Source: an optimization exercise on an open RTL-to-GDS flow (aim: small area). Production flows keep margins and buffers that such runs may drop. RTL that was checked went through simulation tests only; none was proved equivalent to the original. For runs 1 and 2, only the layout was checked, not whether the RTL still works. Power figures rest on the tool's default switching activity, not on a simulated workload.

**flow/design.v**
```verilog
`timescale 1ns / 1ps
module rp_acq (
    input clk,
    input rst_n,
    input [31:0] gpio_data,
    input [13:0] adc_dat_a_in,
    input ext_trig,
    output [7:0] led_o,
    output [31:0] BRAM_write_address,
    output [31:0] BRAM_write_data,
    output [3:0] BRAM_wren
);
    reg c_st;             
    reg c_prev;           
    reg c_start;          
    reg [23:0] samples;
    reg [23:0] repsn;     
    reg [5:0] hops;       
    always @(posedge clk) begin
        c_prev <= rst_n & gpio_data[31];
        if (!rst_n) begin
            c_st <= 1'b0;
            c_start <= 1'b0;
            samples <= 24'd0;
            repsn <= 24'hffffff;
            hops <= 6'd0;
        end else begin
            c_st <= ~c_st & (gpio_data[31] ^ c_prev);
            c_start <= c_st & (gpio_data[30:24] == 7'b0000001);
            if (c_st && gpio_data[30:25] == 6'b111110) samples <= gpio_data[23:0];
            if (c_st && gpio_data[30:25] == 6'b111111) repsn <= ~gpio_data[23:0];
            if (c_st && gpio_data[30:25] == 6'b111101) hops <= gpio_data[5:0];
        end
    end
    reg [1:0] st;
    reg last_trig;
    reg [2:0] pc;         
    reg [23:0] slat;      
    reg [23:0] rcn;       
    reg [13:0] xr;        
    reg [24:0] widx;      
    wire run = st[1] & st[0];
    wire [25:0] wc;
    wire [24:0] winc;
    assign wc[0] = 1'b1;
    genvar gi;
    generate for (gi = 0; gi < 25; gi = gi + 1) begin : g_winc
        assign winc[gi] = widx[gi] ^ wc[gi];
        assign wc[gi + 1] = widx[gi] & wc[gi];
    end endgenerate
    wire last = (winc[23:0] == slat);
    wire [24:0] rb;
    wire [23:0] rdec;
    assign rb[0] = 1'b1;
    generate for (gi = 0; gi < 24; gi = gi + 1) begin : g_rdec
        assign rdec[gi] = rcn[gi] ^ rb[gi];
        assign rb[gi + 1] = rcn[gi] & rb[gi];
    end endgenerate
    wire pc_last = pc[2] & ~pc[1];
    always @(posedge clk) begin
        last_trig <= ext_trig;
        if (!rst_n) begin
            st <= 2'd0;
            xr <= 14'd0;
        end else begin
            case (st)
                2'd0: begin
                    rcn <= repsn;
                    if (c_start) st <= 2'd1;
                end
                2'd1: begin
                    pc <= 3'd0;
                    if (&rcn) st <= 2'd0;
                    else if (ext_trig & ~last_trig) st <= 2'd2;
                end
                2'd2: begin
                    pc <= {pc[1:0], ~pc[2]};
                    if (pc_last) begin
                        st <= 2'd3;
                        slat <= samples;
                        xr <= adc_dat_a_in;
                    end
                end
                2'd3: begin
                    xr <= adc_dat_a_in;
                    if (last) begin
                        st <= 2'd1;
                        rcn <= rdec;
                    end
                end
            endcase
        end
    end
    always @(posedge clk) begin
        if (rst_n & run) widx <= winc;
        else widx <= {25{1'b1}};
    end
    reg [5:0] ph;         
    reg [5:0] ph1;        
    wire [13:0] x = {xr[13], ~xr[12:0]};    
    wire [6:0] pcy;
    wire [5:0] pnext;
    assign pcy[0] = 1'b0;
    generate for (gi = 0; gi < 6; gi = gi + 1) begin : g_ph
        assign pnext[gi] = ph[gi] ^ hops[gi] ^ pcy[gi];
        assign pcy[gi + 1] = (ph[gi] & hops[gi]) | (ph[gi] & pcy[gi]) | (hops[gi] & pcy[gi]);
    end endgenerate
    always @(posedge clk) begin
        if (!rst_n) ph <= 6'd0;
        else ph <= pnext;
        ph1 <= ph;
    end
    wire [31:0] pdec;
    genvar gp;
    generate for (gp = 0; gp < 32; gp = gp + 1) begin : g_pdec
        assign pdec[gp] = (ph1[4:0] == gp);
    end endgenerate
    wire [14:0] mag;
    assign mag[0] = |(pdec & 32'hf194b5e4);
    assign mag[1] = |(pdec & 32'ha1f2feec);
    assign mag[2] = |(pdec & 32'ha50a9036);
    assign mag[3] = |(pdec & 32'h2a262db8);
    assign mag[4] = |(pdec & 32'h35d4c484);
    assign mag[5] = |(pdec & 32'h50be33fe);
    assign mag[6] = |(pdec & 32'h42d0851a);
    assign mag[7] = |(pdec & 32'hc7d6b53c);
    assign mag[8] = |(pdec & 32'h3a0afd80);
    assign mag[9] = |(pdec & 32'h5616d22a);
    assign mag[10] = |(pdec & 32'h9b4ee566);
    assign mag[11] = |(pdec & 32'h493ef9b4);
    assign mag[12] = |(pdec & 32'h38fefe38);
    assign mag[13] = |(pdec & 32'h07feffc0);
    assign mag[14] = |(pdec & 32'h00010000);
    wire s = ph1[5];
    wire [14:0] xb = {x, 1'b0};
    wire one0 = xb[1] ^ xb[0];
    wire two0 = (xb[2] & ~xb[1] & ~xb[0]) | (~xb[2] & xb[1] & xb[0]);
    wire neg0 = xb[2] ^ s;
    wire one1 = xb[3] ^ xb[2];
    wire two1 = (xb[4] & ~xb[3] & ~xb[2]) | (~xb[4] & xb[3] & xb[2]);
    wire neg1 = xb[4] ^ s;
    wire one2 = xb[5] ^ xb[4];
    wire two2 = (xb[6] & ~xb[5] & ~xb[4]) | (~xb[6] & xb[5] & xb[4]);
    wire neg2 = xb[6] ^ s;
    wire one3 = xb[7] ^ xb[6];
    wire two3 = (xb[8] & ~xb[7] & ~xb[6]) | (~xb[8] & xb[7] & xb[6]);
    wire neg3 = xb[8] ^ s;
    wire one4 = xb[9] ^ xb[8];
    wire two4 = (xb[10] & ~xb[9] & ~xb[8]) | (~xb[10] & xb[9] & xb[8]);
    wire neg4 = xb[10] ^ s;
    wire one5 = xb[11] ^ xb[10];
    wire two5 = (xb[12] & ~xb[11] & ~xb[10]) | (~xb[12] & xb[11] & xb[10]);
    wire neg5 = xb[12] ^ s;
    wire one6 = xb[13] ^ xb[12];
    wire two6 = (xb[14] & ~xb[13] & ~xb[12]) | (~xb[14] & xb[13] & xb[12]);
    wire neg6 = xb[14] ^ s;
    wire w0 = ((one0 & mag[0]) | (two0 & 1'b0)) ^ neg0;
    wire w1 = ((one0 & mag[1]) | (two0 & mag[0])) ^ neg0;
    wire w2 = ((one0 & mag[2]) | (two0 & mag[1])) ^ neg0;
    wire w3 = ((one0 & mag[3]) | (two0 & mag[2])) ^ neg0;
    wire w4 = ((one0 & mag[4]) | (two0 & mag[3])) ^ neg0;
    wire w5 = ((one0 & mag[5]) | (two0 & mag[4])) ^ neg0;
    wire w6 = ((one0 & mag[6]) | (two0 & mag[5])) ^ neg0;
    wire w7 = ((one0 & mag[7]) | (two0 & mag[6])) ^ neg0;
    wire w8 = ((one0 & mag[8]) | (two0 & mag[7])) ^ neg0;
    wire w9 = ((one0 & mag[9]) | (two0 & mag[8])) ^ neg0;
    wire w10 = ((one0 & mag[10]) | (two0 & mag[9])) ^ neg0;
    wire w11 = ((one0 & mag[11]) | (two0 & mag[10])) ^ neg0;
    wire w12 = ((one0 & mag[12]) | (two0 & mag[11])) ^ neg0;
    wire w13 = ((one0 & mag[13]) | (two0 & mag[12])) ^ neg0;
    wire w14 = ((one0 & mag[14]) | (two0 & mag[13])) ^ neg0;
    wire w15 = ((one0 & 1'b0) | (two0 & mag[14])) ^ neg0;
    wire w16 = ~neg0;
    wire w17 = ((one1 & mag[0]) | (two1 & 1'b0)) ^ neg1;
    wire w18 = ((one1 & mag[1]) | (two1 & mag[0])) ^ neg1;
    wire w19 = ((one1 & mag[2]) | (two1 & mag[1])) ^ neg1;
    wire w20 = ((one1 & mag[3]) | (two1 & mag[2])) ^ neg1;
    wire w21 = ((one1 & mag[4]) | (two1 & mag[3])) ^ neg1;
    wire w22 = ((one1 & mag[5]) | (two1 & mag[4])) ^ neg1;
    wire w23 = ((one1 & mag[6]) | (two1 & mag[5])) ^ neg1;
    wire w24 = ((one1 & mag[7]) | (two1 & mag[6])) ^ neg1;
    wire w25 = ((one1 & mag[8]) | (two1 & mag[7])) ^ neg1;
    wire w26 = ((one1 & mag[9]) | (two1 & mag[8])) ^ neg1;
    wire w27 = ((one1 & mag[10]) | (two1 & mag[9])) ^ neg1;
    wire w28 = ((one1 & mag[11]) | (two1 & mag[10])) ^ neg1;
    wire w29 = ((one1 & mag[12]) | (two1 & mag[11])) ^ neg1;
    wire w30 = ((one1 & mag[13]) | (two1 & mag[12])) ^ neg1;
    wire w31 = ((one1 & mag[14]) | (two1 & mag[13])) ^ neg1;
    wire w32 = ((one1 & 1'b0) | (two1 & mag[14])) ^ neg1;
    wire w33 = ~neg1;
    wire w34 = ((one2 & mag[0]) | (two2 & 1'b0)) ^ neg2;
    wire w35 = ((one2 & mag[1]) | (two2 & mag[0])) ^ neg2;
    wire w36 = ((one2 & mag[2]) | (two2 & mag[1])) ^ neg2;
    wire w37 = ((one2 & mag[3]) | (two2 & mag[2])) ^ neg2;
    wire w38 = ((one2 & mag[4]) | (two2 & mag[3])) ^ neg2;
    wire w39 = ((one2 & mag[5]) | (two2 & mag[4])) ^ neg2;
    wire w40 = ((one2 & mag[6]) | (two2 & mag[5])) ^ neg2;
    wire w41 = ((one2 & mag[7]) | (two2 & mag[6])) ^ neg2;
    wire w42 = ((one2 & mag[8]) | (two2 & mag[7])) ^ neg2;
    wire w43 = ((one2 & mag[9]) | (two2 & mag[8])) ^ neg2;
    wire w44 = ((one2 & mag[10]) | (two2 & mag[9])) ^ neg2;
    wire w45 = ((one2 & mag[11]) | (two2 & mag[10])) ^ neg2;
    wire w46 = ((one2 & mag[12]) | (two2 & mag[11])) ^ neg2;
    wire w47 = ((one2 & mag[13]) | (two2 & mag[12])) ^ neg2;
    wire w48 = ((one2 & mag[14]) | (two2 & mag[13])) ^ neg2;
    wire w49 = ((one2 & 1'b0) | (two2 & mag[14])) ^ neg2;
    wire w50 = ~neg2;
    wire w51 = ((one3 & mag[0]) | (two3 & 1'b0)) ^ neg3;
    wire w52 = ((one3 & mag[1]) | (two3 & mag[0])) ^ neg3;
    wire w53 = ((one3 & mag[2]) | (two3 & mag[1])) ^ neg3;
    wire w54 = ((one3 & mag[3]) | (two3 & mag[2])) ^ neg3;
    wire w55 = ((one3 & mag[4]) | (two3 & mag[3])) ^ neg3;
    wire w56 = ((one3 & mag[5]) | (two3 & mag[4])) ^ neg3;
    wire w57 = ((one3 & mag[6]) | (two3 & mag[5])) ^ neg3;
    wire w58 = ((one3 & mag[7]) | (two3 & mag[6])) ^ neg3;
    wire w59 = ((one3 & mag[8]) | (two3 & mag[7])) ^ neg3;
    wire w60 = ((one3 & mag[9]) | (two3 & mag[8])) ^ neg3;
    wire w61 = ((one3 & mag[10]) | (two3 & mag[9])) ^ neg3;
    wire w62 = ((one3 & mag[11]) | (two3 & mag[10])) ^ neg3;
    wire w63 = ((one3 & mag[12]) | (two3 & mag[11])) ^ neg3;
    wire w64 = ((one3 & mag[13]) | (two3 & mag[12])) ^ neg3;
    wire w65 = ((one3 & mag[14]) | (two3 & mag[13])) ^ neg3;
    wire w66 = ((one3 & 1'b0) | (two3 & mag[14])) ^ neg3;
    wire w67 = ~neg3;
    wire w68 = ((one4 & mag[0]) | (two4 & 1'b0)) ^ neg4;
    wire w69 = ((one4 & mag[1]) | (two4 & mag[0])) ^ neg4;
    wire w70 = ((one4 & mag[2]) | (two4 & mag[1])) ^ neg4;
    wire w71 = ((one4 & mag[3]) | (two4 & mag[2])) ^ neg4;
    wire w72 = ((one4 & mag[4]) | (two4 & mag[3])) ^ neg4;
    wire w73 = ((one4 & mag[5]) | (two4 & mag[4])) ^ neg4;
    wire w74 = ((one4 & mag[6]) | (two4 & mag[5])) ^ neg4;
    wire w75 = ((one4 & mag[7]) | (two4 & mag[6])) ^ neg4;
    wire w76 = ((one4 & mag[8]) | (two4 & mag[7])) ^ neg4;
    wire w77 = ((one4 & mag[9]) | (two4 & mag[8])) ^ neg4;
    wire w78 = ((one4 & mag[10]) | (two4 & mag[9])) ^ neg4;
    wire w79 = ((one4 & mag[11]) | (two4 & mag[10])) ^ neg4;
    wire w80 = ((one4 & mag[12]) | (two4 & mag[11])) ^ neg4;
    wire w81 = ((one4 & mag[13]) | (two4 & mag[12])) ^ neg4;
    wire w82 = ((one4 & mag[14]) | (two4 & mag[13])) ^ neg4;
    wire w83 = ((one4 & 1'b0) | (two4 & mag[14])) ^ neg4;
    wire w84 = ~neg4;
    wire w85 = ((one5 & mag[0]) | (two5 & 1'b0)) ^ neg5;
    wire w86 = ((one5 & mag[1]) | (two5 & mag[0])) ^ neg5;
    wire w87 = ((one5 & mag[2]) | (two5 & mag[1])) ^ neg5;
    wire w88 = ((one5 & mag[3]) | (two5 & mag[2])) ^ neg5;
    wire w89 = ((one5 & mag[4]) | (two5 & mag[3])) ^ neg5;
    wire w90 = ((one5 & mag[5]) | (two5 & mag[4])) ^ neg5;
    wire w91 = ((one5 & mag[6]) | (two5 & mag[5])) ^ neg5;
    wire w92 = ((one5 & mag[7]) | (two5 & mag[6])) ^ neg5;
    wire w93 = ((one5 & mag[8]) | (two5 & mag[7])) ^ neg5;
    wire w94 = ((one5 & mag[9]) | (two5 & mag[8])) ^ neg5;
    wire w95 = ((one5 & mag[10]) | (two5 & mag[9])) ^ neg5;
    wire w96 = ((one5 & mag[11]) | (two5 & mag[10])) ^ neg5;
    wire w97 = ((one5 & mag[12]) | (two5 & mag[11])) ^ neg5;
    wire w98 = ((one5 & mag[13]) | (two5 & mag[12])) ^ neg5;
    wire w99 = ((one5 & mag[14]) | (two5 & mag[13])) ^ neg5;
    wire w100 = ((one5 & 1'b0) | (two5 & mag[14])) ^ neg5;
    wire w101 = ~neg5;
    wire w102 = ((one6 & mag[0]) | (two6 & 1'b0)) ^ neg6;
    wire w103 = ((one6 & mag[1]) | (two6 & mag[0])) ^ neg6;
    wire w104 = ((one6 & mag[2]) | (two6 & mag[1])) ^ neg6;
    wire w105 = ((one6 & mag[3]) | (two6 & mag[2])) ^ neg6;
    wire w106 = ((one6 & mag[4]) | (two6 & mag[3])) ^ neg6;
    wire w107 = ((one6 & mag[5]) | (two6 & mag[4])) ^ neg6;
    wire w108 = ((one6 & mag[6]) | (two6 & mag[5])) ^ neg6;
    wire w109 = ((one6 & mag[7]) | (two6 & mag[6])) ^ neg6;
    wire w110 = ((one6 & mag[8]) | (two6 & mag[7])) ^ neg6;
    wire w111 = ((one6 & mag[9]) | (two6 & mag[8])) ^ neg6;
    wire w112 = ((one6 & mag[10]) | (two6 & mag[9])) ^ neg6;
    wire w113 = ((one6 & mag[11]) | (two6 & mag[10])) ^ neg6;
    wire w114 = ((one6 & mag[12]) | (two6 & mag[11])) ^ neg6;
    wire w115 = ((one6 & mag[13]) | (two6 & mag[12])) ^ neg6;
    wire w116 = ((one6 & mag[14]) | (two6 & mag[13])) ^ neg6;
    wire w117 = ((one6 & 1'b0) | (two6 & mag[14])) ^ neg6;
    wire w118 = ~neg6;
    wire w119 = neg5 ^ w10;
    wire w120 = neg5 & w10;
    wire w121 = w11 ^ w26;
    wire w122 = w11 & w26;
    wire w123 = neg6 ^ w12 ^ w27;
    wire w124 = (neg6 & w12) | (neg6 & w27) | (w12 & w27);
    wire w125 = w42 ^ w57;
    wire w126 = w42 & w57;
    wire w127 = w13 ^ w28 ^ w43;
    wire w128 = (w13 & w28) | (w13 & w43) | (w28 & w43);
    wire w129 = w58 ^ w73;
    wire w130 = w58 & w73;
    wire w131 = w14 ^ w29 ^ w44;
    wire w132 = (w14 & w29) | (w14 & w44) | (w29 & w44);
    wire w133 = w59 ^ w74;
    wire w134 = w59 & w74;
    wire w135 = w15 ^ w30 ^ w45;
    wire w136 = (w15 & w30) | (w15 & w45) | (w30 & w45);
    wire w137 = w60 ^ w75;
    wire w138 = w60 & w75;
    wire w139 = neg0 ^ w31 ^ w46;
    wire w140 = (neg0 & w31) | (neg0 & w46) | (w31 & w46);
    wire w141 = w61 ^ w76;
    wire w142 = w61 & w76;
    wire w143 = neg0 ^ w32 ^ w47;
    wire w144 = (neg0 & w32) | (neg0 & w47) | (w32 & w47);
    wire w145 = w62 ^ w77;
    wire w146 = w62 & w77;
    wire w147 = w16 ^ w33 ^ w48;
    wire w148 = (w16 & w33) | (w16 & w48) | (w33 & w48);
    wire w149 = w63 ^ w78;
    wire w150 = w63 & w78;
    wire w151 = 1'b1 ^ w49 ^ w64;
    wire w152 = (1'b1 & w49) | (1'b1 & w64) | (w49 & w64);
    wire w153 = neg3 ^ w6;
    wire w154 = neg3 & w6;
    wire w155 = w7 ^ w22;
    wire w156 = w7 & w22;
    wire w157 = neg4 ^ w8 ^ w23;
    wire w158 = (neg4 & w8) | (neg4 & w23) | (w8 & w23);
    wire w159 = w38 ^ w53;
    wire w160 = w38 & w53;
    wire w161 = w9 ^ w24 ^ w39;
    wire w162 = (w9 & w24) | (w9 & w39) | (w24 & w39);
    wire w163 = w54 ^ w69;
    wire w164 = w54 & w69;
    wire w165 = w25 ^ w40 ^ w55;
    wire w166 = (w25 & w40) | (w25 & w55) | (w40 & w55);
    wire w167 = w70 ^ w85 ^ w119;
    wire w168 = (w70 & w85) | (w70 & w119) | (w85 & w119);
    wire w169 = w41 ^ w56 ^ w71;
    wire w170 = (w41 & w56) | (w41 & w71) | (w56 & w71);
    wire w171 = w86 ^ w120 ^ w121;
    wire w172 = (w86 & w120) | (w86 & w121) | (w120 & w121);
    wire w173 = w72 ^ w87 ^ w102;
    wire w174 = (w72 & w87) | (w72 & w102) | (w87 & w102);
    wire w175 = w122 ^ w125 ^ w123;
    wire w176 = (w122 & w125) | (w122 & w123) | (w125 & w123);
    wire w177 = w88 ^ w103 ^ w126;
    wire w178 = (w88 & w103) | (w88 & w126) | (w103 & w126);
    wire w179 = w129 ^ w124 ^ w127;
    wire w180 = (w129 & w124) | (w129 & w127) | (w124 & w127);
    wire w181 = w89 ^ w104 ^ w130;
    wire w182 = (w89 & w104) | (w89 & w130) | (w104 & w130);
    wire w183 = w133 ^ w128 ^ w131;
    wire w184 = (w133 & w128) | (w133 & w131) | (w128 & w131);
    wire w185 = w90 ^ w105 ^ w134;
    wire w186 = (w90 & w105) | (w90 & w134) | (w105 & w134);
    wire w187 = w137 ^ w132 ^ w135;
    wire w188 = (w137 & w132) | (w137 & w135) | (w132 & w135);
    wire w189 = w91 ^ w106 ^ w138;
    wire w190 = (w91 & w106) | (w91 & w138) | (w106 & w138);
    wire w191 = w141 ^ w136 ^ w139;
    wire w192 = (w141 & w136) | (w141 & w139) | (w136 & w139);
    wire w193 = w92 ^ w107 ^ w142;
    wire w194 = (w92 & w107) | (w92 & w142) | (w107 & w142);
    wire w195 = w145 ^ w140 ^ w143;
    wire w196 = (w145 & w140) | (w145 & w143) | (w140 & w143);
    wire w197 = w93 ^ w108 ^ w146;
    wire w198 = (w93 & w108) | (w93 & w146) | (w108 & w146);
    wire w199 = w149 ^ w144 ^ w147;
    wire w200 = (w149 & w144) | (w149 & w147) | (w144 & w147);
    wire w201 = w79 ^ w94 ^ w109;
    wire w202 = (w79 & w94) | (w79 & w109) | (w94 & w109);
    wire w203 = w150 ^ w148 ^ w151;
    wire w204 = (w150 & w148) | (w150 & w151) | (w148 & w151);
    wire w205 = w50 ^ w65 ^ w80;
    wire w206 = (w50 & w65) | (w50 & w80) | (w65 & w80);
    wire w207 = w95 ^ w110 ^ w152;
    wire w208 = (w95 & w110) | (w95 & w152) | (w110 & w152);
    wire w209 = 1'b1 ^ w66 ^ w81;
    wire w210 = (1'b1 & w66) | (1'b1 & w81) | (w66 & w81);
    wire w211 = w96 ^ w111;
    wire w212 = w96 & w111;
    wire w213 = w67 ^ w82 ^ w97;
    wire w214 = (w67 & w82) | (w67 & w97) | (w82 & w97);
    wire w215 = 1'b1 ^ w83;
    wire w216 = 1'b1 & w83;
    wire w217 = neg2 ^ w4;
    wire w218 = neg2 & w4;
    wire w219 = w5 ^ w20;
    wire w220 = w5 & w20;
    wire w221 = w21 ^ w36 ^ w51;
    wire w222 = (w21 & w36) | (w21 & w51) | (w36 & w51);
    wire w223 = w37 ^ w52 ^ w154;
    wire w224 = (w37 & w52) | (w37 & w154) | (w52 & w154);
    wire w225 = w68 ^ w156 ^ w159;
    wire w226 = (w68 & w156) | (w68 & w159) | (w156 & w159);
    wire w227 = w160 ^ w163 ^ w158;
    wire w228 = (w160 & w163) | (w160 & w158) | (w163 & w158);
    wire w229 = w164 ^ w162 ^ w165;
    wire w230 = (w164 & w162) | (w164 & w165) | (w162 & w165);
    wire w231 = w166 ^ w169 ^ w168;
    wire w232 = (w166 & w169) | (w166 & w168) | (w169 & w168);
    wire w233 = w170 ^ w173 ^ w172;
    wire w234 = (w170 & w173) | (w170 & w172) | (w173 & w172);
    wire w235 = w174 ^ w177 ^ w176;
    wire w236 = (w174 & w177) | (w174 & w176) | (w177 & w176);
    wire w237 = w178 ^ w181 ^ w180;
    wire w238 = (w178 & w181) | (w178 & w180) | (w181 & w180);
    wire w239 = w182 ^ w185 ^ w184;
    wire w240 = (w182 & w185) | (w182 & w184) | (w185 & w184);
    wire w241 = w186 ^ w189 ^ w188;
    wire w242 = (w186 & w189) | (w186 & w188) | (w189 & w188);
    wire w243 = w190 ^ w193 ^ w192;
    wire w244 = (w190 & w193) | (w190 & w192) | (w193 & w192);
    wire w245 = w194 ^ w197 ^ w196;
    wire w246 = (w194 & w197) | (w194 & w196) | (w197 & w196);
    wire w247 = w201 ^ w198 ^ w200;
    wire w248 = (w201 & w198) | (w201 & w200) | (w198 & w200);
    wire w249 = w202 ^ w205 ^ w204;
    wire w250 = (w202 & w205) | (w202 & w204) | (w205 & w204);
    wire w251 = w211 ^ w206 ^ w209;
    wire w252 = (w211 & w206) | (w211 & w209) | (w206 & w209);
    wire w253 = w112 ^ w212 ^ w210;
    wire w254 = (w112 & w212) | (w112 & w210) | (w212 & w210);
    wire w255 = w98 ^ w113 ^ w215;
    wire w256 = (w98 & w113) | (w98 & w215) | (w113 & w215);
    wire w257 = w84 ^ w99 ^ w114;
    wire w258 = (w84 & w99) | (w84 & w114) | (w99 & w114);
    wire w259 = 1'b1 ^ w100;
    wire w260 = 1'b1 & w100;
    wire w261 = neg1 ^ w2;
    wire w262 = neg1 & w2;
    wire w263 = w3 ^ w18;
    wire w264 = w3 & w18;
    wire w265 = w19 ^ w34 ^ w217;
    wire w266 = (w19 & w34) | (w19 & w217) | (w34 & w217);
    wire w267 = w35 ^ w218 ^ w219;
    wire w268 = (w35 & w218) | (w35 & w219) | (w218 & w219);
    wire w269 = w220 ^ w153 ^ w221;
    wire w270 = (w220 & w153) | (w220 & w221) | (w153 & w221);
    wire w271 = w155 ^ w222 ^ w223;
    wire w272 = (w155 & w222) | (w155 & w223) | (w222 & w223);
    wire w273 = w157 ^ w224 ^ w225;
    wire w274 = (w157 & w224) | (w157 & w225) | (w224 & w225);
    wire w275 = w161 ^ w226 ^ w227;
    wire w276 = (w161 & w226) | (w161 & w227) | (w226 & w227);
    wire w277 = w167 ^ w228 ^ w229;
    wire w278 = (w167 & w228) | (w167 & w229) | (w228 & w229);
    wire w279 = w171 ^ w230 ^ w231;
    wire w280 = (w171 & w230) | (w171 & w231) | (w230 & w231);
    wire w281 = w175 ^ w232 ^ w233;
    wire w282 = (w175 & w232) | (w175 & w233) | (w232 & w233);
    wire w283 = w179 ^ w234 ^ w235;
    wire w284 = (w179 & w234) | (w179 & w235) | (w234 & w235);
    wire w285 = w183 ^ w236 ^ w237;
    wire w286 = (w183 & w236) | (w183 & w237) | (w236 & w237);
    wire w287 = w187 ^ w238 ^ w239;
    wire w288 = (w187 & w238) | (w187 & w239) | (w238 & w239);
    wire w289 = w191 ^ w240 ^ w241;
    wire w290 = (w191 & w240) | (w191 & w241) | (w240 & w241);
    wire w291 = w195 ^ w242 ^ w243;
    wire w292 = (w195 & w242) | (w195 & w243) | (w242 & w243);
    wire w293 = w199 ^ w244 ^ w245;
    wire w294 = (w199 & w244) | (w199 & w245) | (w244 & w245);
    wire w295 = w203 ^ w246 ^ w247;
    wire w296 = (w203 & w246) | (w203 & w247) | (w246 & w247);
    wire w297 = w207 ^ w248 ^ w249;
    wire w298 = (w207 & w248) | (w207 & w249) | (w248 & w249);
    wire w299 = w208 ^ w251 ^ w250;
    wire w300 = (w208 & w251) | (w208 & w250) | (w251 & w250);
    wire w301 = w213 ^ w252 ^ w253;
    wire w302 = (w213 & w252) | (w213 & w253) | (w252 & w253);
    wire w303 = w214 ^ w255 ^ w254;
    wire w304 = (w214 & w255) | (w214 & w254) | (w255 & w254);
    wire w305 = w216 ^ w257 ^ w256;
    wire w306 = (w216 & w257) | (w216 & w256) | (w257 & w256);
    wire w307 = w115 ^ w259 ^ w258;
    wire w308 = (w115 & w259) | (w115 & w258) | (w259 & w258);
    wire w309 = w101 ^ w116 ^ w260;
    wire w310 = (w101 & w116) | (w101 & w260) | (w116 & w260);
    wire w311 = 1'b1 ^ w117;
    wire w312 = 1'b1 & w117;
    wire w313 = neg0 ^ w0;
    wire w314 = neg0 & w0;
    wire w315 = w1 ^ w314;
    wire w316 = w1 & w314;
    wire w317 = w17 ^ w261 ^ w316;
    wire w318 = (w17 & w261) | (w17 & w316) | (w261 & w316);
    wire w319 = w262 ^ w263 ^ w318;
    wire w320 = (w262 & w263) | (w262 & w318) | (w263 & w318);
    wire w321 = w264 ^ w265 ^ w320;
    wire w322 = (w264 & w265) | (w264 & w320) | (w265 & w320);
    wire w323 = w266 ^ w267 ^ w322;
    wire w324 = (w266 & w267) | (w266 & w322) | (w267 & w322);
    wire w325 = w268 ^ w269 ^ w324;
    wire w326 = (w268 & w269) | (w268 & w324) | (w269 & w324);
    wire w327 = w270 ^ w271 ^ w326;
    wire w328 = (w270 & w271) | (w270 & w326) | (w271 & w326);
    wire w329 = w272 ^ w273 ^ w328;
    wire w330 = (w272 & w273) | (w272 & w328) | (w273 & w328);
    wire w331 = w274 ^ w275;
    wire w332 = w274 & w275;
    wire w333 = w276 ^ w277 ^ w332;
    wire w334 = (w276 & w277) | (w276 & w332) | (w277 & w332);
    wire w335 = w278 ^ w279 ^ w334;
    wire w336 = (w278 & w279) | (w278 & w334) | (w279 & w334);
    wire w337 = w280 ^ w281 ^ w336;
    wire w338 = (w280 & w281) | (w280 & w336) | (w281 & w336);
    wire w339 = w282 ^ w283 ^ w338;
    wire w340 = (w282 & w283) | (w282 & w338) | (w283 & w338);
    wire w341 = w331 ^ w330;
    wire w342 = w330 & w331;
    wire w343 = w333 ^ w342;
    wire w344 = w331 & w333;
    wire w345 = w330 & w344;
    wire w346 = w335 ^ w345;
    wire w347 = w344 & w335;
    wire w348 = w330 & w347;
    wire w349 = w337 ^ w348;
    wire w350 = w347 & w337;
    wire w351 = w330 & w350;
    wire w352 = w339 ^ w351;
    wire w353 = w350 & w339;
    wire w354 = w330 & w353;
    wire w355 = w340 | w354;
    wire w356 = w284 ^ w285;
    wire w357 = w284 & w285;
    wire w358 = w286 ^ w287 ^ w357;
    wire w359 = (w286 & w287) | (w286 & w357) | (w287 & w357);
    wire w360 = w288 ^ w289 ^ w359;
    wire w361 = (w288 & w289) | (w288 & w359) | (w289 & w359);
    wire w362 = w290 ^ w291 ^ w361;
    wire w363 = (w290 & w291) | (w290 & w361) | (w291 & w361);
    wire w364 = w292 ^ w293 ^ w363;
    wire w365 = (w292 & w293) | (w292 & w363) | (w293 & w363);
    wire w366 = w356 ^ w355;
    wire w367 = w355 & w356;
    wire w368 = w358 ^ w367;
    wire w369 = w356 & w358;
    wire w370 = w355 & w369;
    wire w371 = w360 ^ w370;
    wire w372 = w369 & w360;
    wire w373 = w355 & w372;
    wire w374 = w362 ^ w373;
    wire w375 = w372 & w362;
    wire w376 = w355 & w375;
    wire w377 = w364 ^ w376;
    wire w378 = w375 & w364;
    wire w379 = w355 & w378;
    wire w380 = w365 | w379;
    wire w381 = w294 ^ w295;
    wire w382 = w294 & w295;
    wire w383 = w296 ^ w297 ^ w382;
    wire w384 = (w296 & w297) | (w296 & w382) | (w297 & w382);
    wire w385 = w298 ^ w299 ^ w384;
    wire w386 = (w298 & w299) | (w298 & w384) | (w299 & w384);
    wire w387 = w301 ^ w300 ^ w386;
    wire w388 = (w301 & w300) | (w301 & w386) | (w300 & w386);
    wire w389 = w302 ^ w303 ^ w388;
    wire w390 = (w302 & w303) | (w302 & w388) | (w303 & w388);
    wire w391 = w381 ^ w380;
    wire w392 = w380 & w381;
    wire w393 = w383 ^ w392;
    wire w394 = w381 & w383;
    wire w395 = w380 & w394;
    wire w396 = w385 ^ w395;
    wire w397 = w394 & w385;
    wire w398 = w380 & w397;
    wire w399 = w387 ^ w398;
    wire w400 = w397 & w387;
    wire w401 = w380 & w400;
    wire w402 = w389 ^ w401;
    wire w403 = w400 & w389;
    wire w404 = w380 & w403;
    wire w405 = w390 | w404;
    wire w406 = w305 ^ w304;
    wire w407 = w305 & w304;
    wire w408 = w307 ^ w306 ^ w407;
    wire w409 = (w307 & w306) | (w307 & w407) | (w306 & w407);
    wire w410 = w309 ^ w308 ^ w409;
    wire w411 = (w309 & w308) | (w309 & w409) | (w308 & w409);
    wire w412 = w311 ^ w310 ^ w411;
    wire w413 = (w311 & w310) | (w311 & w411) | (w310 & w411);
    wire w414 = w118 ^ w312 ^ w413;
    wire w415 = (w118 & w312) | (w118 & w413) | (w312 & w413);
    wire w416 = w406 ^ w405;
    wire w417 = w405 & w406;
    wire w418 = w408 ^ w417;
    wire w419 = w406 & w408;
    wire w420 = w405 & w419;
    wire w421 = w410 ^ w420;
    wire w422 = w419 & w410;
    wire w423 = w405 & w422;
    wire w424 = w412 ^ w423;
    wire w425 = w422 & w412;
    wire w426 = w405 & w425;
    wire w427 = w414 ^ w426;
    wire w428 = w425 & w414;
    wire [28:0] pm = {w427, w424, w421, w418, w416, w402, w399, w396, w393, w391, w377, w374, w371, w368, w366, w352, w349, w346, w343, w341, w329, w327, w325, w323, w321, w319, w317, w315, w313};
    reg [28:0] prod;
    always @(posedge clk) prod <= pm;
    assign led_o = {6'd0, st};
    assign BRAM_wren = {4{run}};
    assign BRAM_write_address = {{5{widx[24]}}, widx, 2'b00};
    assign BRAM_write_data = {{3{prod[28]}}, prod};
endmodule
```
**flow/flow/run.sh**
```bash
#!/bin/bash
# Own layout flow: the standard synthesis, then the combinational logic
# between the standard synthesis's registers and adder cells is re-mapped for
# area with ABC (registers, full and half adders and tie cells are kept as
# they are), then the standard layout with a minimum-size buffer on every
# port.  Each tool writes its full output to a log file in this folder.
set -euo pipefail
W=$PWD
F=$W/flow
R=$W/orfs/results/${FLOW_PLATFORM}/rp_acq/base
YOSYS=${FLOW_HOME}/../tools/install/yosys/bin/yosys
[ -x "$YOSYS" ] || YOSYS=yosys
LIB=${FLOW_HOME}/platforms/${FLOW_PLATFORM}/lib/sky130_fd_sc_hd__tt_025C_1v80.lib

bash standard.sh synth > $W/log_1_standard_synth.log 2>&1
cp $R/1_2_yosys.v $W/standard_synth.v

python3 $F/reopt.py $W/standard_synth.v $W/reopt_in.v > $W/log_2_reopt_py.log 2>&1
$YOSYS -p "read_liberty -lib $LIB; read_verilog $W/reopt_in.v; hierarchy -top ${FLOW_TOP}; opt -purge; techmap; opt -fast; abc -liberty $LIB -dont_use *probe* -dont_use *lpflow* -script $F/reopt.abc; opt_clean -purge; setundef -zero; hilomap -singleton -hicell sky130_fd_sc_hd__conb_1 HI -locell sky130_fd_sc_hd__conb_1 LO; splitnets; opt_clean -purge; check; stat -liberty $LIB; write_verilog -noattr -nohex -nodec $W/reopt_out.v" > $W/log_3_reopt_yosys.log 2>&1
cp $W/reopt_out.v $R/1_2_yosys.v

CTS="-sink_clustering_enable -repair_clock_nets -dont_use_dummy_load -buf_list sky130_fd_sc_hd__clkbuf_8 -sink_clustering_size 30 -sink_clustering_max_diameter 60"
bash standard.sh BUFFER_PORTS_ARGS="-buffer_cell sky130_fd_sc_hd__buf_1" CTS_ARGS="$CTS" finish > $W/log_4_standard_layout.log 2>&1
```
**flow/flow/libfunc.py**
```python
"""Read combinational cell functions from the sky130hd liberty file and turn
an ABC-mapped gate netlist into Verilog assign statements."""
import re

def lib_functions(path):
    txt = open(path).read()
    funcs = {}
    for m in re.finditer(r'\n\s*cell\s*\(\s*"?(\w+)"?\s*\)\s*\{', txt):
        name = m.group(1)
        start = m.end()
        nxt = txt.find('\n    cell (', start)
        body = txt[start:nxt if nxt > 0 else len(txt)]
        outs = {}
        for pm in re.finditer(r'pin\s*\(\s*"?(\w+)"?\s*\)\s*\{', body):
            pb = body[pm.end():pm.end() + 4000]
            d = re.search(r'direction\s*:\s*"?(\w+)"?', pb)
            f = re.search(r'function\s*:\s*"([^"]*)"', pb)
            if d and d.group(1) == 'output' and f:
                outs[pm.group(1)] = f.group(1)
        if outs:
            funcs[name] = outs
    return funcs

def to_verilog_expr(f, pins):
    # liberty: ! not, & or space and, | or + or, ^ xor
    e = f.replace('!', '~').replace('+', '|')
    e = re.sub(r'\)\s+\(', ')&(', e)
    e = re.sub(r'(\w)\s+(\w)', r'\1&\2', e)
    e = re.sub(r'(\w)\s+\(', r'\1&(', e)
    e = re.sub(r'\)\s+(\w)', r')&\1', e)
    e = re.sub(r'\b([A-Z]\w*)\b', lambda m: '(%s)' % pins[m.group(1)] if m.group(1) in pins else m.group(0), e)
    return e

import subprocess, os, tempfile
ABC = '/OpenROAD-flow-scripts/tools/install/yosys/bin/yosys-abc'
LIB = '/OpenROAD-flow-scripts/flow/platforms/sky130hd/lib/sky130_fd_sc_hd__tt_025C_1v80.lib'
DONT = ['sky130_fd_sc_hd__probe_p_8', 'sky130_fd_sc_hd__probec_p_8']

def abc_map(blif_text, script, prefix):
    """Optimize and map a BLIF with ABC; return (verilog assign lines, area)."""
    d = tempfile.mkdtemp()
    fi = os.path.join(d, 'in.blif'); fo = os.path.join(d, 'out.blif')
    open(fi, 'w').write(blif_text)
    cmd = 'read_lib -w %s; read %s; %s; print_stats; write_blif %s' % (LIB, fi, script, fo)
    r = subprocess.run([ABC, '-c', cmd], capture_output=True, text=True)
    area = re.findall(r'area\s*=\s*([0-9.]+)', r.stdout)
    funcs = lib_functions(LIB)
    lines = []
    txt = open(fo).read().replace('\\\n', ' ')
    n = 0
    for ln in txt.split('\n'):
        ln = ln.strip()
        if ln.startswith('.gate'):
            parts = ln.split()[1:]
            cell = parts[0]
            pins = dict(p.split('=') for p in parts[1:])
            outs = funcs[cell]
            for op, f in outs.items():
                if op in pins:
                    lines.append('    assign %s = %s;' % (pins[op], to_verilog_expr(f, pins)))
        elif ln.startswith('.names'):
            parts = ln.split()[1:]
            lines.append(('NAMES', parts))
    # handle .names (constants / buffers) simply
    out = []
    tl = txt.split('\n')
    i = 0
    while i < len(tl):
        ln = tl[i].strip()
        if ln.startswith('.names'):
            parts = ln.split()[1:]
            rows = []
            i += 1
            while i < len(tl) and tl[i].strip() and not tl[i].strip().startswith('.'):
                rows.append(tl[i].strip()); i += 1
            if len(parts) == 1:
                out.append("    assign %s = 1'b%d;" % (parts[0], 1 if rows and rows[0] == '1' else 0))
            elif len(parts) == 2 and rows in (['1 1'],):
                out.append('    assign %s = %s;' % (parts[1], parts[0]))
            elif len(parts) == 2 and rows in (['0 1'],):
                out.append('    assign %s = ~%s;' % (parts[1], parts[0]))
            else:
                raise Exception('names %s %s' % (parts, rows))
            continue
        i += 1
    return [l for l in lines if not isinstance(l, tuple)] + out, float(area[-1]) if area else None
```
**flow/flow/reopt.abc**
```
strash
&get -n
&dch
&nf -a
&put
```
**flow/flow/reopt.py**
```python
#!/usr/bin/env python3
"""Prepare a mapped sky130 netlist (flat, one module) for re-mapping its
combinational logic: single-output combinational cells become assign
statements; flip-flops, full/half adders and tie cells stay as instances.
Full adders with two or three inverted inputs are flipped
(FA(~a,~b,~c) = ~FA(a,b,c)), so the inverters can cancel; half adders with
an unused output become a plain gate.
usage: reopt.py in.v out.v"""
import re, sys
sys.path.insert(0, __file__.rsplit('/', 1)[0])
import libfunc

KEEP = re.compile(r'sky130_fd_sc_hd__(fa|ha|dfxtp|edfxtp|dfrtp|conb|dfstp|sdf|edf)')
INV = re.compile(r'sky130_fd_sc_hd__(inv|clkinv)_\d+$')

def esc(n):
    return n + ' ' if n.startswith('\\') else n

def main(fi, fo):
    net = open(fi).read()
    funcs = libfunc.lib_functions(libfunc.LIB)
    m = re.search(r'module\s+(\w+)\s*\((.*?)\);(.*)endmodule', net, re.S)
    top, ports, body = m.group(1), m.group(2), m.group(3)
    stmts = [s.strip() for s in body.split(';') if s.strip()]
    cells = []   # [type, name, pins dict] or None for plain statements
    other = []
    for s in stmts:
        mi = re.match(r'(sky130_fd_sc_hd__\w+)\s+(\S+)\s*\((.*)\)$', s, re.S)
        if mi:
            pins = dict((a, b.strip()) for a, b in re.findall(r'\.(\w+)\(([^()]*)\)', mi.group(3)))
            cells.append([mi.group(1), mi.group(2), pins])
        else:
            other.append(s)
    outpins = ('X', 'Y', 'Q', 'Q_N', 'SUM', 'COUT', 'HI', 'LO')
    use = {}
    for t, n, p in cells:
        for k, v in p.items():
            if k not in outpins and v:
                use[v] = use.get(v, 0) + 1
    for s in other:
        if s.startswith('assign'):
            rhs = s.split('=', 1)[1]
            for v in re.findall(r'(\\\S+|[A-Za-z_][\w$]*(?:\s*\[\d+\])?)', rhs):
                v = v.strip()
                use[v] = use.get(v, 0) + 1
    inv_of = {}
    for t, n, p in cells:
        if INV.match(t):
            inv_of[p['Y']] = p['A']
    extra = []
    wires = []
    cnt = [0]
    def newnet():
        cnt[0] += 1
        w = 'reopt_n%d' % cnt[0]
        wires.append(w)
        return w
    # Choose a polarity for every full adder (flipped: it gets complemented
    # inputs and gives complemented outputs) to need as few inverters as
    # possible.  A net's value is traced back through inverters to a base
    # net; a base driven by other logic is taken to be free in either
    # polarity, one driven by a flip-flop or half adder is true only.
    drv = {}
    for i, (t, n, p) in enumerate(cells):
        for k, v in p.items():
            if k in outpins and v:
                drv[v] = i
    def base(v):
        r = 0
        while v in inv_of:
            v = inv_of[v]; r ^= 1
        return v, r
    fas = [i for i, c in enumerate(cells) if re.match(r'sky130_fd_sc_hd__fa_\d', c[0])]
    fa_idx = dict((i, j) for j, i in enumerate(fas))
    pol = [0] * len(fas)
    # requirements: base -> list of (kind, fa index or None, parity)
    req = {}
    for i, (t, n, p) in enumerate(cells):
        if INV.match(t):
            continue
        generic = not KEEP.match(t)
        for k, v in p.items():
            if k in outpins or not v:
                continue
            b, r = base(v)
            if i in fa_idx:
                req.setdefault(b, []).append((fa_idx[i], r))
            elif not generic:
                req.setdefault(b, []).append((None, r))
    for s_ in other:
        if s_.startswith('assign'):
            rhs = s_.split('=', 1)[1].strip()
            b, r = base(rhs)
            req.setdefault(b, []).append((None, r))
    def src_pol(b):
        j = drv.get(b)
        if j is None:
            return 0
        if j in fa_idx:
            return ('fa', fa_idx[j])
        if KEEP.match(cells[j][0]):
            return 0
        return None   # generic logic: free
    bases = list(req.keys())
    bsrc = dict((b, src_pol(b)) for b in bases)
    def cost_of(b):
        sp = bsrc[b]
        if sp is None:
            return 0
        have = pol[sp[1]] if isinstance(sp, tuple) else 0
        need = set((r ^ (pol[j] if j is not None else 0)) for j, r in req[b])
        return 1 if any(x != have for x in need) else 0
    touch = {}
    for b in bases:
        sp = bsrc[b]
        if isinstance(sp, tuple):
            touch.setdefault(sp[1], set()).add(b)
        for j, r in req[b]:
            if j is not None:
                touch.setdefault(j, set()).add(b)
    improved = True
    rounds = 0
    while improved and rounds < 50:
        improved = False
        rounds += 1
        for j in range(len(fas)):
            bs = touch.get(j, ())
            before = sum(cost_of(b) for b in bs)
            pol[j] ^= 1
            after = sum(cost_of(b) for b in bs)
            if after < before:
                improved = True
            else:
                pol[j] ^= 1
    flips = 0
    for j, i in enumerate(fas):
        if not pol[j]:
            continue
        flips += 1
        t, n, p = cells[i]
        new = []
        for k in ('A', 'B', 'CIN'):
            w = newnet()
            extra.append('assign %s = ~%s;' % (w, esc(p[k])))
            p[k] = w
        for k in ('SUM', 'COUT'):
            o = p.get(k, '')
            if o:
                w = newnet()
                extra.append('assign %s = ~%s;' % (esc(o), w))
                p[k] = w
    out = ['module %s(%s);' % (top, ports)]
    for s in other:
        out.append('  ' + s + ' ;')
    for w in wires:
        out.append('  wire %s;' % w)
    ha_fixed = 0
    for t, n, p in cells:
        if re.match(r'sky130_fd_sc_hd__ha_\d', t):
            s_, c_ = p.get('SUM', ''), p.get('COUT', '')
            if not s_ or use.get(s_, 0) == 0:
                out.append('  assign %s = %s & %s;' % (esc(c_), esc(p['A']), esc(p['B'])))
                ha_fixed += 1
                continue
            if not c_ or use.get(c_, 0) == 0:
                out.append('  assign %s = %s ^ %s;' % (esc(s_), esc(p['A']), esc(p['B'])))
                ha_fixed += 1
                continue
        if KEEP.match(t):
            out.append('  %s %s (%s);' % (t, n, ', '.join('.%s(%s)' % (k, esc(v)) for k, v in p.items())))
            continue
        pe = dict((k, esc(v)) for k, v in p.items())
        for op, f in funcs[t].items():
            if op in p and p[op]:
                out.append('  assign %s = %s;' % (pe[op], libfunc.to_verilog_expr(f, pe)))
    for s in extra:
        out.append('  ' + s)
    out.append('endmodule')
    open(fo, 'w').write('\n'.join(out) + '\n')
    print('full adders flipped: %d, half adders made plain gates: %d' % (flips, ha_fixed))

if __name__ == '__main__':
    main(sys.argv[1], sys.argv[2])
```
**flow/standard.sh**
```bash
#!/bin/bash
# synth_recipe.tcl (not shown) runs the flow's synth.tcl, then flattens the netlist and writes it again
# the make line also repeats each setting of config.mk as NAME=value (left out here)
make -C /OpenROAD-flow-scripts/flow DESIGN_CONFIG=/design/flow/config.mk WORK_HOME=/design/flow/orfs CLKGATE_MAP_FILE= SYNTH_SCRIPT=/design/flow/synth_recipe.tcl "${@:-finish}"
```
**flow/config.mk**
```make
export PLATFORM = sky130hd
export DESIGN_NAME = rp_acq
export DESIGN_NICKNAME = rp_acq
export VERILOG_FILES = /design/flow/design.v
export SDC_FILE = /design/flow/constraint.sdc
export NUM_CORES = 8
export LEC_CHECK = 0
export ABC_AREA = 1
export CAP_MARGIN = 0
export CORE_MARGIN = 2
export CORE_UTILIZATION = 40
export GPL_TIMING_DRIVEN = 0
export SLEW_MARGIN = 0
```
**flow/constraint.sdc**
```tcl
create_clock -name core_clock -period 8.0 [get_ports {clk}]
set_input_delay 1.6000 -clock core_clock [delete_from_list [all_inputs] [get_ports {clk}]]
set_output_delay 1.6000 -clock core_clock [all_outputs]
set_load 0.01 [all_outputs]
```
==> results of run 1 <==
-- cell usage in the layout (no fill, tap or decap), types with 4 or more instances in the layout --
master,count
dfxtp_1,134
nor2_1,133
xnor2_1,128
buf_1,115
fa_1,98
ha_1,77
nand2_1,73
o21ai_0,63
o22ai_1,59
edfxtp_1,51
clkinv_1,48
xor2_1,32
a22oi_1,31
or2_0,27
o211ai_1,25
mux2_1,22
a21oi_1,19
nand3_1,17
clkbuf_8,17
nand4_1,15
and2_0,14
buf_4,13
conb_1,8
nor2b_1,7
and3_1,7
nand2b_1,6
nor3_1,5
nor4_4,5
buf_6,5
dfxtp_4,5
a21o_1,4
a31oi_1,4
o21a_1,4
a2bb2oi_1,4
-- report_power, final --
group	total (mW)	switching (mW)	internal (mW)
combinational	4.23	2.27	1.96
sequential	1.29	0.0631	1.23
clock	0.500	0.311	0.188
total	6.02	2.64	3.37
-- timing repair --
item                       in CTS  in global routing
setup buffers                   3                  3
pin swaps                       1                  5
setup endpoints to repair      12                  6
gates resized for setup        17                 16
-- sequential cells by signal, summed over array words and instances (netlist names), 3 cells and up --
name / count
ph: 6
repsn: 24
ph1: 6
pc: 3
rcn: 24
samples: 24
widx: 25
hops: 6
prod: 29
xr: 14
slat: 24
-- final timing paths --
check	from	cells after the start	slack [ns]	end
min reg2reg	ph[5]	0	0.37	ph1[5]
min	ph[5]	0	0.37	ph1[5]
max	ph1[0]	23	0.43	prod[28]
max reg2reg	ph1[0]	23	0.43	prod[28]
-- layout make-up --
class                   count  area (um2)  area share [%]
inverters                  49         185            1.33
clock buffers              17         234            1.68
diodes                      1        2.50          0.0179
well taps                 396         495            3.55
flip-flops and latches    191        4350            31.2
repair buffers            139         683            4.90
multi-input cells         945        8000            57.3
-- per-layer routing --
layer  part of all wire [%]  wire (um)
met5                      0          0
met4                    2.8        845
met3                    5.1       1550
met2                     48      14400
met1                     45      13400
-- metrics by stage --
stage | power, mW | hold slack (ns) | TNS (ns)
finish | 6.02 | 0.366 | 0
global route | 6.78 | 0.376 | 0
CTS | 6.07 | 0.372 | 0
detailed placement | 5.42 | 0.366 | -7.49
global placement | 5.28 | 0.360 | -23.92
floorplan | 4.52 | 0.334 | 0
-- worst max-delay path: cells and delay by family (launching register included) --
family	cells	cell delay [ns]
compound gates	4	0.88
xor+xnor	2	0.34
fa+ha+maj	9	3.87
buf+inv	3	0.22
flops	1	0.48
simple gates	5	1.63
==> results_dict.tcl, run 1 <==
set metrics [dict create \
    status "finished clean" \
    critPathSlowestCell "or4_4" \
    die_h_um 179 \
    fin_crit_sh_pct 94.7 \
    nFillCells 2925 \
    ctsRootBufferMaster "clkbuf_8" \
    hpwl_mm 23.1 \
    grt_use_met1_pct 26.0 \
    gp_congestion 0.895 \
    wire_per_inst_um 17.4 \
    stdcell_area_um2 14000 \
    nets 1567 \
    drive_gt1_share_pct 5.52 \
    numPortBuffers 116 \
    vias 9350 \
    place_ws_ns -1.13 \
    core_area_um2 30300 \
    ant_nets 0 \
    die_area_um2 32100 \
    grt_first_pass_wirelength_mm 49.0 \
    place_area_um2 13500 \
    worstMarginPinSlew_ns 1.20 \
    antenna_found_initial 0 \
    clockBufferDepth 2 \
    required_ns 8.33 \
    finalCriticalPeriod_ns 7.57 \
    rsz0062_at_grt "false" \
    final_core_util_pct 46.0 \
    dp_cells 1714 \
    postSynthAreaPerCell_um2 10.4 \
    clock_latency_ns 0.50 \
    cp.arrival_ns 7.90 \
    leakage_nw 5.02 \
    skew_ns 0.0531 \
    max_stage_delay_ns 0.73 \
    wirelength_mm 30.2 \
    ctsHtreeMaxLevel 4 \
    busiest_layer "met2" \
    drv_slew 0 \
    path_max_fanout 20 \
    cts_hold_buf 0 \
    cp_cell_sequence "nor2_1 > nand2_1 > o21ai_0 > or4_4 > a22oi_1 > xnor2_1 > fa_1 > fa_1 > fa_1 > fa_1 > clkinv_1 > ha_1 > clkinv_1 > fa_1 > fa_1 > fa_1 > fa_1 > clkinv_1 > a31oi_1 > or3_1 > o21ai_2 > nand3_1 > xnor2_1" \
    grt_pass1_vias 9233 \
    synthCells 1178 \
    grt_max_degree 46 \
    cts.sinks 191 \
    chipWidth_um 179 \
    finalNonFillerCells 1738 \
    start_util_pct 40.4 \
    use_met3_pct 3.27 \
    maxSlewHeadroom_pct 18.9 \
    viasPerCell 5.38 \
    setup_violations 0 \
    crit_top_cell "fa_1" \
    cap_violations 0 \
    dr.first_iter.drc_count 780 \
    fmax_mhz 132 \
    grt-ovfl-total 0 \
    drcViolationCount 0 \
    final.setup.worst_slack_ns 0.427 \
    end_kind "register" \
    rows 64 \
    critPathLaunchType "register" \
    critical_path_class "reg2reg" \
    min_path_type "reg2reg" \
    grt_usage_pct 19.8 \
    drtPass1Iterations 5 \
    p_per_area_nw_per_um2 431 \
    final_hold_viol_count 0 \
    grt_util_met2_pct 32.6 \
    ys_warn_count 1 \
    synth_area_um2 12300 \
    clkTransAtPathRegs_ns 0.08 \
    ir_drop_v 0.000331 \
    cts_tree "yes" \
    syn_to_final_growth_pct 13.9 \
    ios 125 \
    cts_buffers 17 \
]
==> run 2, diff against run 1 <==
--- a/flow/flow/run.sh
+++ b/flow/flow/run.sh
@@ -19,5 +19,5 @@
 $YOSYS -p "read_liberty -lib $LIB; read_verilog $W/reopt_in.v; hierarchy -top ${FLOW_TOP}; opt -purge; techmap; opt -fast; abc -liberty $LIB -dont_use *probe* -dont_use *lpflow* -script $F/reopt.abc; opt_clean -purge; setundef -zero; hilomap -singleton -hicell sky130_fd_sc_hd__conb_1 HI -locell sky130_fd_sc_hd__conb_1 LO; splitnets; opt_clean -purge; check; stat -liberty $LIB; write_verilog -noattr -nohex -nodec $W/reopt_out.v" > $W/log_3_reopt_yosys.log 2>&1
 cp $W/reopt_out.v $R/1_2_yosys.v
 
-CTS="-sink_clustering_enable -repair_clock_nets -dont_use_dummy_load -buf_list sky130_fd_sc_hd__clkbuf_8 -sink_clustering_size 30 -sink_clustering_max_diameter 60"
+CTS="-sink_clustering_enable -repair_clock_nets -dont_use_dummy_load -buf_list sky130_fd_sc_hd__clkbuf_8 -sink_clustering_size 20 -sink_clustering_max_diameter 40"
 bash standard.sh BUFFER_PORTS_ARGS="-buffer_cell sky130_fd_sc_hd__buf_1" CTS_ARGS="$CTS" finish > $W/log_4_standard_layout.log 2>&1
==> results_dict.tcl, run 2 <==
set metrics [dict create \
    status "finished clean" \
    p_per_area_nw_per_um2 431 \
    path_max_fanout 20 \
    ctsHtreeMaxLevel 4 \
    rows 64 \
    die_area_um2 32100 \
    whs_ns 0.366 \
    syn_to_final_growth_pct 13.9 \
    critPathLaunchType "register" \
    postSynthAreaPerCell_um2 10.4 \
    grt_max_degree 46 \
    die_h_um 179 \
    nFillCells 2925 \
    critical_path_class "reg2reg" \
    ctsRootBufferMaster "clkbuf_8" \
    chipWidth_um 179 \
    grt_first_pass_wirelength_mm 49.0 \
    drv_slew 0 \
    rsz0062_at_grt "false" \
    place_area_um2 13500 \
    drtPass1Iterations 5 \
    synth_area_um2 12300 \
    maxSlewHeadroom_pct 18.9 \
    final_cell_mix "dfxtp_1 (134), nor2_1 (133), xnor2_1 (128)" \
    power.share.clock_pct 8.3 \
    wirelength_mm 30.2 \
    numPortBuffers 116 \
    top_register "prod" \
    cts_buffers 17 \
    cp.arrival_ns 7.90 \
    p_int_mw 3.37 \
    setup_violations 0 \
    stdcell_area_um2 14000 \
    drive_gt1_share_pct 5.52 \
    required_ns 8.33 \
    core_area_um2 30300 \
    ir_drop_v 0.000331 \
    grt_pass1_vias 9233 \
    hpwl_mm 23.1 \
    antenna_found_initial 0 \
    clockBufferDepth 2 \
    combPwrFrac_pct 70.3 \
    wire_per_inst_um 17.4 \
    grt-ovfl-total 0 \
    largestRegisters "prod: 29 flops, widx: 25 flops" \
    end_kind "register" \
    dr.first_iter.drc_count 780 \
    fmax_mhz 132 \
    synthCells 1178 \
    clock_latency_ns 0.50 \
    fin_crit_sh_pct 94.7 \
    drcViolationCount 0 \
    vias 9350 \
    cts_hold_buf 0 \
    sw_frac_of_total_pct 43.9 \
    worstMarginPinSlew_ns 1.20 \
    cts_tree "yes" \
    grt_util_met2_pct 32.6 \
    leakage_nw 5.02 \
    gp_congestion 0.895 \
    viasPerCell 5.38 \
    place_ws_ns -1.13 \
    grt_use_met1_pct 26.0 \
    busiest_layer "met2" \
    ys_warn_count 1 \
    min_path_type "reg2reg" \
    cts.sinks 191 \
    ios 125 \
    final_hold_viol_count 0 \
    clkTransAtPathRegs_ns 0.08 \
    use_met3_pct 3.27 \
    grt_usage_pct 19.8 \
    nets 1567 \
    cap_violations 0 \
    switchingPower_mw 2.64 \
    ant_nets 0 \
    start_util_pct 40.4 \
    final.setup.worst_slack_ns 0.427 \
    p_seq_share_pct 21.4 \
    skew_ns 0.0531 \
    layout_commonest_cell "dfxtp_1" \
    finalCriticalPeriod_ns 7.57 \
    largest_register_ff_count 29 \
]
==> run 2: worst paths after layout <==
check	start	end	slack [ns]	depth (start not counted)
max reg2reg	ph1[0]	prod[28]	0.43	23
min	ph[5]	ph1[5]	0.37	0
min reg2reg	ph[5]	ph1[5]	0.37	0
max	ph1[0]	prod[28]	0.43	23
==> run 2: power by group through the flow <==
stage	Sequential, mW	Clock (mW)	Combinational, mW
after detailed placement	1.31	0	4.10
final	1.29	0.500	4.23
after global placement	1.31	0	3.96
after floorplan	1.35	0	3.17
after CTS	1.29	0.521	4.26
after global routing	1.31	0.562	4.91
==> run 2: final cells by class <==
type | instances | area [um2] | area share [%]
Sequential cell | 191 | 4350 | 31.2
Tap cell | 396 | 495 | 3.55
Antenna cell | 1 | 2.50 | 0.0179
Multi-Input combinational cell | 945 | 8000 | 57.3
Clock buffer | 17 | 234 | 1.68
Inverter | 49 | 185 | 1.33
Timing Repair Buffer | 139 | 683 | 4.90
==> run 2: per-stage QoR <==
| stage | cells | power [mW] | utilization [%] | TNS [ns] |
|---|---|---|---|---|
| 2_1_floorplan | 1185 | 4.52 | - | 0 |
| 3_3_place_gp | 1697 | 5.28 | 43.5 | -23.92 |
| 3_5_place_dp | 1714 | 5.42 | 44.5 | -7.49 |
| 4_1_cts | 1734 | 6.07 | 45.6 | 0 |
| 5_1_grt | 1737 | 6.78 | 46.0 | 0 |
| 6_report | 1738 | 6.02 | 46.0 | 0 |
==> run 2: timing repair <==
item | in CTS | in global routing
pin swaps | 1 | 5
resized for setup | 17 | 16
gates cloned | 0 | 0
endpoints found under the setup margin | 12 | 6
setup buffers | 3 | 3
==> run 2: layer usage <==
metal | up-vias | share of wire (%)
li1 | 4489 | -
met2 | 302 | 48
met5 | - | 0
met3 | 59 | 5.1
met1 | 4500 | 45
met4 | 0 | 2.8
==> run 2: critical path, stage by stage, from the launching register on <==
cell and delay, ns:
dfxtp_4 0.48, nor2_1 0.17, nand2_1 0.16, o21ai_0 0.25
or4_4 0.73, a22oi_1 0.27, xnor2_1 0.18, fa_1 0.48
fa_1 0.47, fa_1 0.52, fa_1 0.48, clkinv_1 0.06
ha_1 0.14, clkinv_1 0.08, fa_1 0.45, fa_1 0.46
fa_1 0.44, fa_1 0.43, clkinv_1 0.08, a31oi_1 0.15
or3_1 0.42, o21ai_2 0.21, nand3_1 0.15, xnor2_1 0.16
==> run 3, diff against run 2 <==
--- a/flow/design.v
+++ b/flow/design.v
@@ -49,15 +49,20 @@
         assign wc[gi + 1] = widx[gi] & wc[gi];
     end endgenerate
     wire last = (winc[23:0] == slat);
+    wire rdc = run & last;
     wire [24:0] rb;
-    wire [23:0] rdec;
+    wire [23:0] rnext;
     assign rb[0] = 1'b1;
     generate for (gi = 0; gi < 24; gi = gi + 1) begin : g_rdec
-        assign rdec[gi] = rcn[gi] ^ rb[gi];
+        assign rnext[gi] = rcn[gi] ^ (rb[gi] & rdc);
         assign rb[gi + 1] = rcn[gi] & rb[gi];
     end endgenerate
     wire pc_last = pc[2] & ~pc[1];
     always @(posedge clk) begin
+        if (st == 2'd0) rcn <= repsn;
+        else rcn <= rnext;
+    end
+    always @(posedge clk) begin
         last_trig <= ext_trig;
         if (!rst_n) begin
             st <= 2'd0;
@@ -65,7 +70,6 @@
         end else begin
             case (st)
                 2'd0: begin
-                    rcn <= repsn;
                     if (c_start) st <= 2'd1;
                 end
                 2'd1: begin
@@ -85,7 +89,6 @@
                     xr <= adc_dat_a_in;
                     if (last) begin
                         st <= 2'd1;
-                        rcn <= rdec;
                     end
                 end
             endcase
==> results_dict.tcl, run 3 <==
set metrics [dict create \
    p_total_mw 6.66 \
    viasPerCell 5.33 \
    nFillCells 2895 \
    fin_crit_sh_pct 94.9 \
    min_path_type "reg2reg" \
    clock_latency_ns 0.50 \
    hpwl_mm 23.6 \
    ys_warn_count 1 \
    ir_drop_v 0.000494 \
    vias 9473 \
    drcViolationCount 0 \
    cts_tree "yes" \
    finalNonFillerCells 1776 \
    ctsHtreeMaxLevel 4 \
    p_per_area_nw_per_um2 488 \
    antenna_cells 0 \
    critPathLaunchType "register" \
    clkTransAtPathRegs_ns 0.07 \
    cap_violations 0 \
    dr.first_iter.drc_count 711 \
    drtPass1Iterations 5 \
    use_met3_pct 3.22 \
    grt_pass1_vias 9309 \
    core_area_um2 29700 \
    cts_hold_buf 0 \
    gp_congestion 0.926 \
    fmax_mhz 132 \
    timing.rr.start "ph1[2]" \
    cts_buffers 17 \
    final_cell_mix "dfxtp_1 (159), xnor2_1 (149), nor2_1 (135)" \
    grt_max_degree 51 \
    busiest_layer "met2" \
    holdPathStages 0 \
    status "finished clean" \
    place_ws_ns -0.587 \
    path_max_fanout 19 \
    rsz0062_at_grt "false" \
    whs_ns 0.361 \
    wirelength_mm 30.6 \
    end_kind "register" \
    grt_first_pass_wirelength_mm 50.0 \
    layout_commonest_cell "dfxtp_1" \
    nets 1591 \
    syn_to_final_growth_pct 12.6 \
    hold_path_startpoint "ph[0]" \
    critical_path_class "reg2reg" \
    place_area_um2 13300 \
    reg2regPathDepth 22 \
    drive_gt1_share_pct 4.40 \
    maxSlewHeadroom_pct 16.3 \
    postSynthAreaPerCell_um2 9.87 \
    stdcell_area_um2 13700 \
    top_register "prod" \
    die_h_um 178 \
    rows 63 \
    synth_area_um2 12100 \
    largestRegisters "prod: 29 flops, widx: 25 flops" \
    seqCellArea_um2 4110 \
    setup_violations 0 \
    wire_per_inst_um 17.2 \
    cp.arrival_ns 7.98 \
    grt_util_met2_pct 33.2 \
    numPortBuffers 116 \
    cts.sinks 191 \
    fin_tns_setup_ns 0 \
    finalCriticalPeriod_ns 7.60 \
    start_util_pct 40.8 \
    leakage_nw 5.08 \
    skew_ns 0.0424 \
    final_core_util_pct 45.9 \
    final_hold_viol_count 0 \
    clockBufferDepth 2 \
    chipWidth_um 178 \
    startpoint "ph1[2]" \
    largest_register_ff_count 29 \
    grt-ovfl-total 0 \
    ant_nets 0 \
    worstMarginPinSlew_ns 1.25 \
    multi_input_area_um2 7990 \
    antenna_found_initial 0 \
    required_ns 8.39 \
    drv_slew 0 \
    synthCells 1229 \
    grt_use_met1_pct 27.2 \
    die_area_um2 31700 \
    final.setup.worst_slack_ns 0.404 \
    grt_usage_pct 20.3 \
    ios 125 \
    ctsRootBufferMaster "clkbuf_8" \
    dp_cells 1753 \
]
[run 3: area by class of cell]
type                    instances  area share [%]
clock buffers                  17            1.71
inverters                      56            1.54
multi-input cells             989            58.5
flip-flops and latches        191            30.1
well taps                     390            3.57
repair buffers                133            4.56
[run 3: power breakdown]
group          switching (mW)  internal, mW  total, mW
clock network           0.308         0.188      0.496
registers              0.0969          1.25       1.35
logic                    2.55          2.26       4.81
total                    2.96          3.70       6.66
[run 3: routing by layer]
metal / wire (um) / part of all wire, % / vias to the layer above
met5: 0 / 0 / -
li1: - / - / 4639
met1: 14100 / 46 / 4552
met3: 1370 / 4.5 / 36
met4: 564 / 1.8 / 0
met2: 14600 / 48 / 246
[run 3: what timing repair did]
item / 4_1_cts / 5_1_grt
buffers inserted: 0 / 6
pin swaps: 0 / 3
endpoints found under the setup margin: 10 / 10
endpoints found under the hold margin: 0 / 0
gates resized for setup: 10 / 14
[run 3: worst paths after layout]
| check | end | slack, ns |
|---|---|---|
| setup reg to reg | prod[25] | 0.40 |
| hold reg to reg | ph1[0] | 0.36 |
| hold / removal | ph1[0] | 0.36 |
| setup / recovery | prod[25] | 0.40 |
[run 3: worst max-delay path, cell delays in order (launching register included)]
cell and delay, ns:
dfxtp_2 0.54, or3b_1 0.46, nor2_1 0.30, nor2_1 0.15, nand4_1 0.11, or3_1 0.51, a22oi_1 0.16, xor2_1 0.23
fa_1 0.55, clkinv_1 0.09, fa_1 0.51, fa_1 0.57, fa_1 0.18, clkinv_1 0.09, fa_1 0.45, fa_1 0.47
fa_1 0.54, o31ai_2 0.42, nand4bb_1 0.29, o31ai_4 0.37, a21bo_1 0.22, ha_1 0.17, xor2_1 0.14

separate check: timing with driven ports:
The results above use ideal ports. As a check the final layouts listed here were re-extracted and re-timed, cells and wires unchanged. Step 1: set_driving_cell puts a clkbuf_16 on clk and a buf_2 on each other input, an assumption about the parent block. Step 2, shift: input delay + t, output delay - t, t = (earliest + latest rising clock arrival at the registers) / 2. This alone moves slack from input paths to output paths. Three values: ideal, step 1, step 2; two values: the first two.
| run | t (ns) | setup slack, ns | worst setup path after step 2 | latest minus earliest clock arrival (ns) |
|---|---|---|---|---|
| run 1 | 0.523 | 0.427 / 0.427 / 0.427 | register to register | 0.064 / 0.064 |
| run 2 | 0.523 | 0.427 / 0.427 / 0.427 | register to register | 0.064 / 0.064 |
| run 3 | 0.524 | 0.404 / 0.404 / 0.404 | register to register | 0.051 / 0.050 |
After both steps setup and hold are still met in every run listed.
